This is an optimization exercise on Yosys and OpenROAD, whose aim is a short achievable clock period and few clock cycles, not a production implementation. Function was checked by simulation only, so behaviour that the tests miss may differ from the original. Power is estimated from default activity; no workload was simulated.

==> design/flow/design.v <==
module ALU(
    input [31:0] A,
    input [31:0] B,
    input [2:0] ALUControl,
    input CLK,
    input MReset,
    output Busy,
    output reg [31:0] Result,
    output [3:0] ALUFlags
  );
  reg [31:0] AddInA, AddInB;
  wire [31:0] Sum;
  wire Cout;
  reg Cin;
  FullAdder32 fulladder(AddInA, AddInB, Cin, Sum, Cout);
  wire [31:0] MResult, MAddInA, MAddInB;
  wire MCin, MULOp, MUL_EN;
  Multiplier multiplier(
               .CLK(CLK),
               .Reset(MReset),
               .MUL_EN(MUL_EN),
               .MULOp(MULOp),
               .Operand1(A),
               .Operand2(B),
               .Sum(Sum),
               .MAddInA(MAddInA),
               .MAddInB(MAddInB),
               .MCin(MCin),
               .Result(MResult),
               .Busy(Busy)
             );
  assign MUL_EN = ALUControl[2:1] == 2'b10;
  assign MULOp = ALUControl[0];
  always @(*)
    begin
      if (MUL_EN)
        begin
          AddInA = MAddInA;
          AddInB = MAddInB;
          Cin = MCin;
        end
      else
        begin
          Cin = ALUControl[0];
          AddInA = A;
          if (Cin)
            AddInB = ~B;
          else
            AddInB = B;
        end
    end
  always  @(*)
    begin: Result_Define
      case (ALUControl)
        3'b011:
          Result = A | B;
        3'b010:
          Result = A & B;
        3'b100:
          Result = MResult;
        3'b101:
          Result = MResult;
        default:
          Result = Sum;
      endcase
    end
  reg N, Z, C, V;
  always @(*)
    begin: Flags_Set
      Z = ~(|Result);
      N = Result[31];
      C = ~ALUControl[1] & Cout;
      V = ~ALUControl[1] & (A[31] ^ Sum[31]) & ~(A[31] ^ B[31] ^ Cin);
    end
  assign ALUFlags = {N, Z, C, V};
endmodule
module FullAdder1(
    input A,
    input B,
    input Cin,
    output Sum,
    output Cout);
  assign Sum = A ^ B ^ Cin;
  assign Cout = (A & B) | (A ^ B) & Cin;
endmodule
module FullAdder32 (
    input [31:0] A,
    input [31:0] B,
    input Cin,
    output [31:0] Sum,
    output Cout);
  wire [31:0] Cout_tmp;
  FullAdder1 fulladder0(
               A[0],
               B[0],
               Cin,
               Sum[0],
               Cout_tmp[0]);
  genvar i;
  generate
    for(i = 1; i <= 31; i = i + 1)
      begin: adder_gen
        FullAdder1  fulladder(
                      .A(A[i]),
                      .B(B[i]),
                      .Cin(Cout_tmp[i - 1]),
                      .Sum(Sum[i]),
                      .Cout(Cout_tmp[i]))
                    ;
      end
  endgenerate
  assign Cout = Cout_tmp[31];
endmodule
module Multiplier(
    input CLK,  
    input Reset,  
    input MUL_EN,  
    input MULOp,  
    input [31:0] Operand1,  
    input [31:0] Operand2,  
    input [31:0] Sum,  
    output [31:0] MAddInA,  
    output [31:0] MAddInB,
    output MCin,  
    output [31:0] Result,  
    output Busy  
  );
  reg [5:0] counter;
  reg Running;  
  reg Done;  
  reg [63:0] Product;
  always @(posedge CLK)
    if (Reset)
      begin
        Running <= 1'b0;
        Done <= 1'b0;
        counter <= 6'b000000;
        Product <= 64'b0;
      end
    else if (Done)
      Done <= 1'b0;
    else if (Running)
      begin
        Product <= {{MULOp & Operand1[31]}, Sum, Product[31:1]};
        counter <= counter + 6'b000001;
        if (&counter[4:0])
          begin
            Running <= 1'b0;
            Done <= 1'b1;
          end
      end
    else if (MUL_EN)
      begin
        Running <= 1'b1;
        Product <= {{32'b0}, Operand2};
        counter <= 6'b000000;
      end
  assign Busy = MUL_EN & ~Done;
  assign MAddInA = Product[63:32];
  assign MAddInB = ({32{&counter[4:0] & MULOp & Operand2[31]}}) ^ (Operand1 & {32{Product[0]}});
  assign MCin = &counter[4:0] & MULOp & Operand2[31];
  assign Result = Product[31:0];
endmodule
module Extend(
    input [23:0] InstrImm,
    input [1:0] ImmSrc,
    output reg [31:0] ExtImm
  );
  always @(*)
    case (ImmSrc)
      2'b00 :
        ExtImm = {24'b0, InstrImm[7:0]};
      2'b01 :
        ExtImm = {20'b0, InstrImm[11:0]};
      default:
        ExtImm = {{6{InstrImm[23]}}, InstrImm[23:0], 2'b0};
    endcase
endmodule   
module Decoder(
    input [31:0] Instr,
    output reg MemtoReg,
    output reg MemW,
    output reg ALUSrc,
    output reg [1:0] ImmSrc,
    output reg RegW,
    output reg [1:0] RegSrc,
    output reg [2:0] ALUControl,
    output reg [1:0] FlagW,
    output reg PCS
  );
  reg ALUOp;
  reg Branch;
  reg [9:0] Main;
  always @(*)
    begin
      casex ({Instr[27:25], Instr[20]})  
        4'b000x :
          Main = 10'b0000001001;  
        4'b001x :
          Main = 10'b0001001001;  
        4'b01x0 :
          Main = 10'b0011010100;  
        4'b01x1 :
          Main = 10'b0101011000;  
        default:
          Main = 10'b1001100110;  
      endcase
      {Branch, MemtoReg, MemW, ALUSrc, ImmSrc, RegW, RegSrc, ALUOp} = Main;
    end
  reg [4:0] ALU;
  always @(*)
    begin
      case ({ALUOp, Instr[24:20]})  
        6'b101000 :
          ALU = 5'b00000;  
        6'b101001 :
          ALU = 5'b00011;  
        6'b100100 :
          ALU = 5'b00100;  
        6'b100101 :
          ALU = 5'b00111;  
        6'b100000 :
          ALU = 5'b01000;  
        6'b100001 :
          ALU = 5'b01010;  
        6'b111000 :
          ALU = 5'b01100;  
        6'b111001 :
          ALU = 5'b01110;  
        6'b111100:
          ALU = 5'b10100;  
        6'b111101:
          ALU = 5'b10110;  
        6'b101110:
          ALU = 5'b10000;  
        6'b101111:
          ALU = 5'b10010;  
        default:
          ALU = 5'b00000;  
      endcase
      {ALUControl, FlagW} = ALU;
    end
  always @(*)
    PCS = Branch;
endmodule
module CondLogic(
    input CLK,
    input Reset,
    input Stall,  
    input PCS,
    input RegW,
    input MemW,
    input [1:0] FlagW,
    input [3:0] Cond,
    input [3:0] ALUFlags,
    output PCSrc,
    output RegWrite,
    output MemWrite);
  reg CondEx;
  reg N, Z, C, V;
  wire [1:0] FlagWrite = FlagW[1:0] & {2{CondEx & ~Stall}};
  assign {PCSrc, RegWrite, MemWrite} = {PCS, RegW & ~Stall, MemW} & {3{CondEx}};
  always @(posedge CLK)
    begin
      if (Reset)
        {N, Z, C, V} <= 4'b0000;
      else
        begin
          if (FlagWrite[1])
            {N, Z} <= ALUFlags[3:2];
          if (FlagWrite[0])
            {C, V} <= ALUFlags[1:0];
        end
    end
  always @(*)
    case (Cond)
      4'b0000:
        CondEx = Z;  
      4'b0001 :
        CondEx = !Z;  
      4'b0010 :
        CondEx = C;  
      4'b0011 :
        CondEx = !C;  
      4'b0100 :
        CondEx = N;  
      4'b0101 :
        CondEx = !N;  
      4'b0110 :
        CondEx = V;  
      4'b0111 :
        CondEx = !V;  
      4'b1000 :
        CondEx = !V & C;  
      4'b1001 :
        CondEx = Z | !C;  
      4'b1010 :
        CondEx = !(N ^ V);  
      4'b1011 :
        CondEx = N ^ V;  
      4'b1100 :
        CondEx = !Z & !(N ^ V);  
      4'b1101 :
        CondEx = Z | (N ^ V);  
      default:
        CondEx = 1'b1;  
    endcase
endmodule
module ControlUnit(
    input [31:0] Instr,
    input [3:0] ALUFlags,
    input CLK,
    input Reset,
    input Stall,
    output MemtoReg,
    output MemWrite,
    output ALUSrc,
    output [1:0] ImmSrc,
    output RegWrite,
    output [1:0] RegSrc,
    output [2:0] ALUControl,
    output PCSrc);
  wire [3:0] Cond = Instr[31:28];
  wire PCS, RegW, MemW;
  wire [1:0] FlagW;
  CondLogic condLogic(
              CLK,
              Reset,
              Stall,
              PCS,
              RegW,
              MemW,
              FlagW,
              Cond,
              ALUFlags,
              PCSrc,
              RegWrite,
              MemWrite);
  Decoder decoder(
            Instr,
            MemtoReg,
            MemW,
            ALUSrc,
            ImmSrc,
            RegW,
            RegSrc,
            ALUControl,
            FlagW,
            PCS);
endmodule
module ProgramCounter (
    input CLK,
    input Reset,  
    input PCSrc,  
    input [31:0] Result,  
    input Busy,  
    output reg [31:0] PC,
    output [31:0] PC_Plus_4
  );
  reg [31:0] next_PC;
  assign PC_Plus_4 = PC + 4;
  reg [31:0] PC_tmp;
  always @(posedge CLK)
    if (Reset)
      PC <= 0;
    else if (~Busy)
      PC <= next_PC;
  always @(*)
    if (PCSrc == 1'b0)
      next_PC = PC_Plus_4;
    else
      next_PC = Result;
endmodule
module RegisterFile(
    input CLK,
    input WE3,  
    input [3:0] A1,  
    input [3:0] A2,  
    input [3:0] A3,  
    input [31:0] WD3, 
    input [31:0] R15,  
    output reg [31:0] RD1,  
    output reg [31:0] RD2  
  );
  reg [31:0] RegBankCore[0:14];
  always @(posedge CLK)
    if (WE3 && (A3 != 4'b1111))
      RegBankCore[A3] <= WD3;
  always @(*)
    if (A1 == 4'b1111)
      RD1 = R15;
    else
      RD1 = RegBankCore[A1];
  always @(*)
    if (A2 == 4'b1111)
      RD2 = R15;
    else
      RD2 = RegBankCore[A2];
endmodule
module ARMcore_top(
    input wire CLK,
    input wire Reset,  
    output wire [31:0] PC,
    input wire [31:0] Instr,
    output wire [31:0] DataAddr,
    output wire [31:0] WriteData,
    output wire MemWrite,
    input wire [31:0] ReadData
  );
  reg [31:0] SrcA, SrcB;
  wire [2:0] ALUControl;
  wire [31:0] ALUResult;
  wire [3:0] ALUFlags;
  wire Busy;
  ALU alu(
        .A(SrcA),
        .B(SrcB),
        .ALUControl(ALUControl),
        .Result(ALUResult),
        .ALUFlags(ALUFlags),
        .MReset(Reset),
        .CLK(CLK),
        .Busy(Busy)
      );
  wire MemtoReg, ALUSrc;
  wire [1:0] ImmSrc;
  wire RegWrite;
  wire [1:0] RegSrc;
  wire PCSrc;
  ControlUnit controlUnit(
                .Instr(Instr),
                .ALUFlags(ALUFlags),
                .CLK(CLK),
                .Reset(Reset),
                .Stall(Busy),
                .MemtoReg(MemtoReg),
                .MemWrite(MemWrite),
                .ALUSrc(ALUSrc),
                .ImmSrc(ImmSrc),
                .RegWrite(RegWrite),
                .RegSrc(RegSrc),
                .ALUControl(ALUControl),
                .PCSrc(PCSrc)
              );
  wire [23:0] InstrImm = Instr[23:0];
  wire [31:0] ExtImm;
  Extend extend(
           .InstrImm(InstrImm),
           .ImmSrc(ImmSrc),
           .ExtImm(ExtImm)
         );
  wire [31:0] PCPlus4;
  reg [31:0] Result;
  ProgramCounter programCounter(
                   .CLK(CLK),
                   .Reset(Reset),
                   .PCSrc(PCSrc),
                   .Result(Result),
                   .Busy(Busy),
                   .PC(PC),
                   .PC_Plus_4(PCPlus4)
                 );
  reg [3:0] A1, A2;
  wire [3:0] A3 = Instr[15:12];
  wire [31:0] PCPlus8 = PCPlus4 + 4;
  wire [31:0] RD1, RD2;
  RegisterFile registerFile(
                 .CLK(CLK),
                 .WE3(RegWrite),
                 .A1(A1),
                 .A2(A2),
                 .A3(A3),
                 .WD3(Result),
                 .R15(PCPlus8),
                 .RD1(RD1),
                 .RD2(RD2)
               );
  always @(*)
    begin
      if (RegSrc[0])
        A1 = 4'b1111;
      else
        A1 = Instr[19:16];
      if (RegSrc[1])
        A2 = Instr[15:12];
      else
        A2 = Instr[3:0];
      if (ALUSrc)
        SrcB = ExtImm;
      else
        SrcB = RD2;
      SrcA = RD1;
    end
  assign DataAddr = ALUResult;
  assign WriteData = RD2;
  wire [31:0] RD = ReadData;
  always @(*)
    if (MemtoReg)
      Result = RD;
    else
      Result = ALUResult;
endmodule
==> design/flow/run.sh <==
#!/bin/bash
# synth_recipe.tcl (not shown) runs the flow's synth.tcl, then flattens the netlist and writes it again
# the make line also repeats each setting of config.mk as NAME=value (left out here)
make -C /OpenROAD-flow-scripts/flow DESIGN_CONFIG=/design/flow/config.mk WORK_HOME=/design/flow/orfs CLKGATE_MAP_FILE= SYNTH_SCRIPT=/design/flow/synth_recipe.tcl finish
==> design/flow/config.mk <==
export PLATFORM = sky130hd
export DESIGN_NAME = ARMcore_top
export DESIGN_NICKNAME = ARMcore_top
export VERILOG_FILES = /design/flow/design.v
export SDC_FILE = /design/flow/constraint.sdc
export NUM_CORES = 4
export LEC_CHECK = 0
export CAP_MARGIN = 20
export CORE_MARGIN = 2
export CORE_UTILIZATION = 40
export SLEW_MARGIN = 20
==> design/flow/constraint.sdc <==
create_clock -name core_clock -period 28.0 [get_ports {CLK}]
set_input_delay 5.6000 -clock core_clock [delete_from_list [all_inputs] [get_ports {CLK}]]
set_output_delay 5.6000 -clock core_clock [all_outputs]
set_load 0.01 [all_outputs]
==> results.txt <==
final cells by class:
type | count | area share [%]
clock inverter | 46 | 1.397
tap | 1176 | 3.511
sequential | 587 | 39.50
timing repair buffer | 335 | 7.012
inverter | 65 | 0.5821
clock buffer | 80 | 4.341
antenna | 4 | 0.02388
multi-input combinational | 2764 | 43.63
what timing repair did:
item,in CTS,in global routing
hold endpoints to repair,0,0
gates resized for setup,0,4
endpoints found under the setup margin,0,1
registers in the layout, indices dropped and copies added (netlist names):
register / flops
alu.multiplier.counter: 5
alu.multiplier.Running: 1
controlUnit.condLogic.N: 1
alu.multiplier.Product: 64
registerFile.RegBankCore: 480
controlUnit.condLogic.C: 1
controlUnit.condLogic.V: 1
programCounter.PC: 32
controlUnit.condLogic.Z: 1
alu.multiplier.Done: 1
report_power, final:
group / internal (mW) / total [mW] / switching (mW)
clock: 0.560 / 0.978 / 0.417
sequential: 1.04 / 1.07 / 0.0308
combinational: 0.230 / 0.766 / 0.536
total: 1.83 / 2.81 / 0.984
worst paths after layout:
check,start,end,slack [ns],cells after the start
worst max register to register,programCounter.PC[2],controlUnit.condLogic.Z,8.78,59
worst max-delay path,Instr[26],DataAddr[31],0.66,54
worst min register to register,programCounter.PC[31],programCounter.PC[31],0.48,2
worst min-delay path,programCounter.PC[31],programCounter.PC[31],0.48,2
per-layer routing:
layer  GRT usage [%]  part of all wire [%]  wire length [µm]
met4           25.47                   8.1             14420
met5               0                 0.047                85
met2           53.11                    41             73300
met1           48.74                    37             66170
met3           11.28                    14             25040
cells by family (layout without fill, tap and decap cells):
family          Yosys count  count (layout)  share of synthesized area, %
compound gates         1156            1156                         21.34
flops                   587             587                         45.85
simple gates           1211            1211                         15.98
mux                     241             241                         7.505
other cells               0               4                             0
xor+xnor                106             106                         2.633
fa+ha+maj                50              50                         2.335
buf+inv                 386             526                         4.359
cells in the mapped netlist, types with 51 or more instances:
cell	instances
edfxtp_1	480
nand2_1	412
nor2_1	282
o21ai_0	260
a21oi_1	246
clkbuf_1	206
nand3_1	191
mux2i_1	159
a211oi_1	109
dfxtp_1	107
a31oi_1	78
xnor2_1	78
buf_2	72
and3_1	67
inv_1	64
mux2_2	64
o221ai_1	51
worst max-delay path, delay by kind of cell:
kind | cells | cell delay, ns
xor gates and xnor gates | 1 | 0.18
buffers and inverters | 10 | 2.31
and+or+nand+nor | 6 | 0.98
AOI/OAI and AO/OA | 5 | 0.98
adders and majority gates | 32 | 11.65
cells in the final DEF, fill, tap and decap left out, types with 31 or more instances in the layout:
cell type / n
buf_4: 173
nand3_1: 190
o22ai_1: 37
edfxtp_1: 480
a31oi_1: 77
mux2i_1: 159
o31ai_1: 32
o21ai_0: 259
nor2_1: 258
a22oi_1: 42
nand2_1: 407
clkdlybuf4s50_1: 157
dfxtp_1: 107
a221oi_1: 35
inv_1: 64
nor3_1: 38
and3_1: 66
a211oi_1: 108
o221ai_1: 51
a21oi_1: 243
nor2b_1: 31
clkbuf_16: 70
mux2_2: 64
xnor2_1: 78
fa_1: 32
through the flow:
step | total power, mW | util (%) | setup WS (ns) | area [µm²]
CTS | 2.776 | 46.64 | 0.4676 | 41850
detailed placement | 1.814 | 43.96 | 0.5439 | 39450
global route | 2.865 | 46.70 | 0.0005258 | 41900
global placement | 1.813 | 43.95 | 0.6012 | 39440
floorplan | 1.427 | - | 1.469 | 36110
finish | 2.814 | 46.71 | 0.6571 | 41910
==> flow_summary.toml <==
[clocking]
post_cts.repair.setup_buffers = 0
cts.sinks = 587
cts_tree = "done"
ctsRootBufferMaster = "clkbuf_16"
postCtsHoldBufs = 0
clk_pin_slew_ns = 0.05
clkLatencyLatePin_ns = 0.66
cts_buffers = 70
htreeDepth = 3
cts_buffer_depth = 3

[global_route]
grt_start_max_net_pins = 64
track_usage_pct = 37.35
grt_pass1_wl_um = 249000
grt_pass1_vias = 32060
overflow = 0
antenna_found_initial = 10

[logic_synthesis]
synthesis.area_um2 = 36110
avgSynthCellArea_um2 = 9.663
ys_ff_latch = 587
synthCells = 3737
netlist.area_leader.share_pct = 39.92
syn_nets = 3844
synthFlopType = "edfxtp_1"
seq_area_frac_synth_pct = 45.85
ys_top_cells_by_area = "edfxtp_1, dfxtp_1, mux2i_1, nand2_1, o21ai_0"
yosysWarnings = 8
synth_area_leader_cell = "edfxtp_1"
synth_cell_types = 104
async_reset_ff_share_pct = 0
synth_edf_count = 480

[worst_setup_path]
criticalPathCategory = "primary input to output pin"
worstPathMaxFanout = 21
cpMostUsedCell = "fa_1"
required_ns = 22.40
worstPathArrival_ns = 21.74
cpMaxStageDelayCell = "clkdlybuf4s50_1"
cp-end-kind = "output pin"
slowest_delay_ns = 0.58
startpoint_type = "primary input"

[status]
status = "timing/DRC/antenna clean"

[power_and_ir_drop]
ir_drop_mv = 0.04340
leakagePower_nw = 14.25
power_density_nw_per_um2 = 67.13

[cells_and_area]
area_growth_pct = 16.07
instances_no_fill = 5057
num-nets-final = 3930
fillers = 8392
regArea_um2 = 16560
final_layout_size_suffix_gt1_share_pct = 12.41
multi_input_area_um2 = 18290

[drt]
drt_wl_total_um = 179000
ant_nets = 0
avgRoutedWirePerCell_um = 35.40
route.detailed.drc = 0
dr.pass1.iters = 6
vias_per_cell = 6.972
drtIter0Drc = 5880
vias = 35260

[place]
dp_cells = 4926
place_congestion = 1.052
dp_hpwl_um = 123700
port_buffers = 162

[timing]
slew_headroom_pct = 19.66
slew_viol_final = 0
hold_viol_final = 0
post-route-period-util_pct = 97.65
finalSetupTns_ns = 0
final.setup_skew_ns = 0.04138
rsz0062_at_grt = "false"
min_period_ns = 27.34
timing.hold.ws_ns = 0.4844
tightest_slew_ns = 1.192
setup_viol = 0
fmax_mhz = 36.57

[floorplanning]
initial_core_util_pct = 40.24
die_h_um = 304.5
die_w_um = 304.5
ioPinCount = 163
core_um2 = 89740
rows = 110
fp.dieArea_um2 = 92690

[run]
maxCapViolCount = 0

[worst_hold_path]
hold_path.class = "flop to flop"
Testbench counts, summed over its fixed seeds: cycles 41,980.

==> separate check: timing with driven ports <==
The results above use ideal ports. As a check the final layout listed here was re-extracted and re-timed, cells and wires unchanged. Step 1 sets driving cells, clkbuf_16 on the clock port and buf_2 on the other inputs (assumed; they add their load-dependent delay and slew). Step 2, shift: input delay + t, output delay - t, t = (earliest + latest rising clock arrival at the registers) / 2. This alone moves slack from input paths to output paths. a / b / c = no drivers / after step 1 / after step 2; a / b = the first two.
t (ns): 0.708
slack for setup (ns): 0.657 / 0.629 / 0.629
hold WS [ns]: 0.484 / 0.484 / 0.484
worst setup path at the end: input to output
pins driven straight from the clock port: 1
After both steps this run still meets setup and hold. For this run, drivers alone change the setup slack by -0.028 ns; drivers and shift together by -0.028 ns.
